This design comes from an exercise in tuning for small area on the open sky130 flow, not from production work. The RTL was checked by simulation tests, not by an equivalence proof against the original design. The clock input has no modelled driver; a real chip could not lean on it and would need a root buffer or a full tree. Power and IR drop assume default switching activity.

05-09:
==> flow/design.v <==
`timescale 1ns/1ns
module clk_38k (input  logic clk_50,
                input  logic reset,
                output logic clk_38);
  logic [9:0] lfsr;
  wire term = (lfsr == 10'd92);
  always_ff @(posedge clk_50) begin
    if (reset) begin
      clk_38 <= 1'b1;
      lfsr   <= 10'd536;
    end else if (term) begin
      clk_38 <= ~clk_38;
      lfsr   <= clk_38 ? 10'd664 : 10'd536;
    end else begin
      lfsr   <= {lfsr[8:0], lfsr[9] ^ lfsr[6]};
    end
  end
endmodule
`timescale 1ns/1ns
module samsung_command (input  logic clk,
                        input  logic reset,
                        input  logic key3,
                        output logic cmd);
  logic pressed;
  logic [20:0] lfsr;
  wire term = (lfsr == 21'd2035581);
  always_ff @(posedge clk) begin
    if (!key3) lfsr <= 21'd1;
    else       lfsr <= {lfsr[19:0], lfsr[20] ^ lfsr[18]};
    if (reset) begin
      pressed <= 1'b0;
      cmd     <= 1'b0;
    end else if (!key3) begin
      pressed <= 1'b1;
      cmd     <= ~pressed;
    end else if (term) begin
      pressed <= 1'b0;
    end
  end
endmodule
`timescale 1ns/1ns
module samsung_protocol (input  logic clk,
                         input  logic reset,
                         input  logic cmd,
                         output logic ir_mod);
  localparam logic [31:0] PATTERN = 32'he0e040bf;
  logic busy, lead, stop;
  logic [4:0] idx;
  logic [17:0] lfsr;
  wire term = (lfsr == 18'd142358);
  wire bitv = PATTERN[~idx];
  always_ff @(posedge clk) begin
    lfsr <= {lfsr[16:0], lfsr[17] ^ lfsr[10]};
    if (reset) begin
      busy   <= 1'b0;
      ir_mod <= 1'b0;
    end else if (!busy) begin
      if (cmd) begin
        busy   <= 1'b1;
        ir_mod <= 1'b1;
        lead   <= 1'b1;
        stop   <= 1'b0;
        idx    <= 5'd0;
        lfsr   <= 18'd234266;
      end
    end else if (term) begin
      if (ir_mod) begin
        ir_mod <= 1'b0;
        if (stop) busy <= 1'b0;
        lfsr <= lead ? 18'd234266 : (bitv ? 18'd237336 : 18'd249230);
      end else begin
        ir_mod <= 1'b1;
        lfsr   <= 18'd236316;
        if (lead) lead <= 1'b0;
        else begin
          idx <= idx + 5'd1;
          if (&idx) stop <= 1'b1;
        end
      end
    end
  end
endmodule
`timescale 1ns/1ns
module ir_drive (input  logic clk,
                 input  logic mod,
                 output logic ir_val);
  assign ir_val = clk & mod;
endmodule
`timescale 1ns/1ns
module remote_top (input  logic       CLOCK_50,
                   input  logic       reset,
                   input  logic [3:0] KEY,
                   output logic       IR_LED);
  logic clk_38, cmd, ir_mod;
  clk_38k divider (.clk_50(CLOCK_50), .reset(reset), .clk_38(clk_38));
  samsung_command key_to_cmd (.clk(CLOCK_50), .reset(reset), .key3(KEY[3]), .cmd(cmd));
  samsung_protocol prot (.clk(CLOCK_50), .reset(reset), .cmd(cmd), .ir_mod(ir_mod));
  ir_drive ir_drv (.clk(clk_38), .mod(ir_mod), .ir_val(IR_LED));
endmodule
export LEC_CHECK = 0
export CAP_MARGIN = 20
export CORE_MARGIN = 2
export CORE_UTILIZATION = 40
export SLEW_MARGIN = 20
create_clock -name core_clock -period 20.0 [get_ports {CLOCK_50}]
standard.sh (not shown) runs the stock make flow with config.mk's settings and CLKGATE_MAP_FILE= SYNTH_SCRIPT=/design/flow/synth_recipe.tcl, a recipe that flattens the netlist after the stock synthesis.
==> flow/flow/run.sh <==
#!/bin/bash
# The standard layout (standard.sh: ORFS from synthesis to finish) with:
#  - a flat clock tree (clock_tree.tcl, run before CTS): a few clkbuf_8 leaf
#    buffers fed from the clock port, instead of TritonCTS's H-tree and
#    dummy loads;
#  - single-drive port buffers;
#  - power recovery (downsizing of non-critical gates) after global routing.
# Each tool's output is in the ORFS logs under orfs/logs/; standard.sh's
# whole output is in standard.log here.
HERE=$(cd "$(dirname "$0")" && pwd)
export PRE_CTS_TCL="$HERE/clock_tree.tcl"
export BUFFER_PORTS_ARGS="-buffer_cell sky130_fd_sc_hd__buf_1"
export RECOVER_POWER=100
bash standard.sh > standard.log 2>&1
Other scripts of this flow, unchanged in this note and not shown: flow/flow/clock_tree.tcl, flow/flow/clock_tree_params.tcl
--- input diff 05-09..05-15 ---
--- a/flow/design.v
+++ b/flow/design.v
@@ -1,19 +1,21 @@
 `timescale 1ns/1ns
 module clk_38k (input  logic clk_50,
                 input  logic reset,
                 output logic clk_38);
-  logic [9:0] lfsr;
-  wire term = (lfsr == 10'd92);
+  localparam logic [9:0] LFSR_POL = 10'd682;
+  logic [9:0] lfsr_q;
+  wire  [9:0] lfsr = lfsr_q ^ LFSR_POL;
+  wire term = (lfsr == 10'd414);
   always_ff @(posedge clk_50) begin
     if (reset) begin
       clk_38 <= 1'b1;
-      lfsr   <= 10'd536;
+      lfsr_q <= (10'd341) ^ LFSR_POL;
     end else if (term) begin
       clk_38 <= ~clk_38;
-      lfsr   <= clk_38 ? 10'd664 : 10'd536;
+      lfsr_q <= (clk_38 ? 10'd449 : 10'd341) ^ LFSR_POL;
     end else begin
-      lfsr   <= {lfsr[8:0], lfsr[9] ^ lfsr[6]};
+      lfsr_q <= ({lfsr[8:0], lfsr[9] ^ lfsr[6]}) ^ LFSR_POL;
     end
   end
 endmodule
 `timescale 1ns/1ns
@@ -21,13 +23,15 @@
                         input  logic reset,
                         input  logic key3,
                         output logic cmd);
   logic pressed;
-  logic [20:0] lfsr;
-  wire term = (lfsr == 21'd2035581);
+  localparam logic [20:0] LFSR_POL = 21'd699050;
+  logic [20:0] lfsr_q;
+  wire  [20:0] lfsr = lfsr_q ^ LFSR_POL;
+  wire term = (lfsr == 21'd851174);
   always_ff @(posedge clk) begin
-    if (!key3) lfsr <= 21'd1;
-    else       lfsr <= {lfsr[19:0], lfsr[20] ^ lfsr[18]};
+    if (!key3) lfsr_q <= (21'd1398101) ^ LFSR_POL;
+    else       lfsr_q <= ({lfsr[19:0], lfsr[20] ^ lfsr[18]}) ^ LFSR_POL;
     if (reset) begin
       pressed <= 1'b0;
       cmd     <= 1'b0;
     end else if (!key3) begin
@@ -43,35 +47,36 @@
                          input  logic reset,
                          input  logic cmd,
                          output logic ir_mod);
   localparam logic [31:0] PATTERN = 32'he0e040bf;
-  logic busy, lead, stop;
+  logic lead, stop;
   logic [4:0] idx;
-  logic [17:0] lfsr;
+  wire idle = stop & ~ir_mod;
+  wire bitv = PATTERN[~idx];
+  localparam logic [17:0] LFSR_POL = 18'd174762;
+  logic [17:0] lfsr_q;
+  wire  [17:0] lfsr = lfsr_q ^ LFSR_POL;
   wire term = (lfsr == 18'd142358);
-  wire bitv = PATTERN[~idx];
   always_ff @(posedge clk) begin
-    lfsr <= {lfsr[16:0], lfsr[17] ^ lfsr[10]};
+    lfsr_q <= ({lfsr[16:0], lfsr[17] ^ lfsr[10]}) ^ LFSR_POL;
     if (reset) begin
-      busy   <= 1'b0;
+      stop   <= 1'b1;
       ir_mod <= 1'b0;
-    end else if (!busy) begin
+    end else if (idle) begin
       if (cmd) begin
-        busy   <= 1'b1;
         ir_mod <= 1'b1;
         lead   <= 1'b1;
         stop   <= 1'b0;
         idx    <= 5'd0;
-        lfsr   <= 18'd234266;
+        lfsr_q <= (18'd234266) ^ LFSR_POL;
       end
     end else if (term) begin
       if (ir_mod) begin
         ir_mod <= 1'b0;
-        if (stop) busy <= 1'b0;
-        lfsr <= lead ? 18'd234266 : (bitv ? 18'd237336 : 18'd249230);
+        lfsr_q <= (lead ? 18'd234266 : (bitv ? 18'd237336 : 18'd249230)) ^ LFSR_POL;
       end else begin
         ir_mod <= 1'b1;
-        lfsr   <= 18'd236316;
+        lfsr_q <= (18'd236316) ^ LFSR_POL;
         if (lead) lead <= 1'b0;
         else begin
           idx <= idx + 5'd1;
           if (&idx) stop <= 1'b1;
--- outcome ---
In 05-15 the worst hold slack turned out 0.054 ns lower than in 05-09.
[compare] base=05-09 new=05-15: number of antenna violations at the first check in global routing barely changed, clock network power share dropped 0.6 points, final HPWL from detailed placement climbed 1.7%.
05-15 vs. 05-09: maximum vdd drop higher, post-route cell area lower, smallest setup slack after layout higher.
No run of this note takes its clock network from TritonCTS; it comes from the design's own scripts or RTL.

static timing again, ports no longer ideal:
Ports are ideal in the flow. The routed layouts listed here were re-timed in OpenROAD. Step 1 assumes that a clkbuf_16 drives the clock port and a buf_2 every other input. Step 2 adds t to the input delays and takes it off the output delays; t is the mean of the earliest and latest rising clock arrival at the registers after step 1. Input paths then give back, and output paths get back, about the clock's delay inside the block. a / b / c = no drivers / after step 1 / after step 2; a / b = the first two.
run	shift t [ns]	setup WS [ns]	worst slew at a driven data input, ns	cell pins on the clock port's net
05-09	0.205	14.265 / 14.298 / 14.094	0.03	4
05-15	0.203	14.563 / 14.578 / 14.375	0.04	4
After both steps every run listed still meets setup and hold. For 05-15, which loses most, drivers alone change the setup slack by +0.015 ns; drivers and shift together by -0.188 ns.
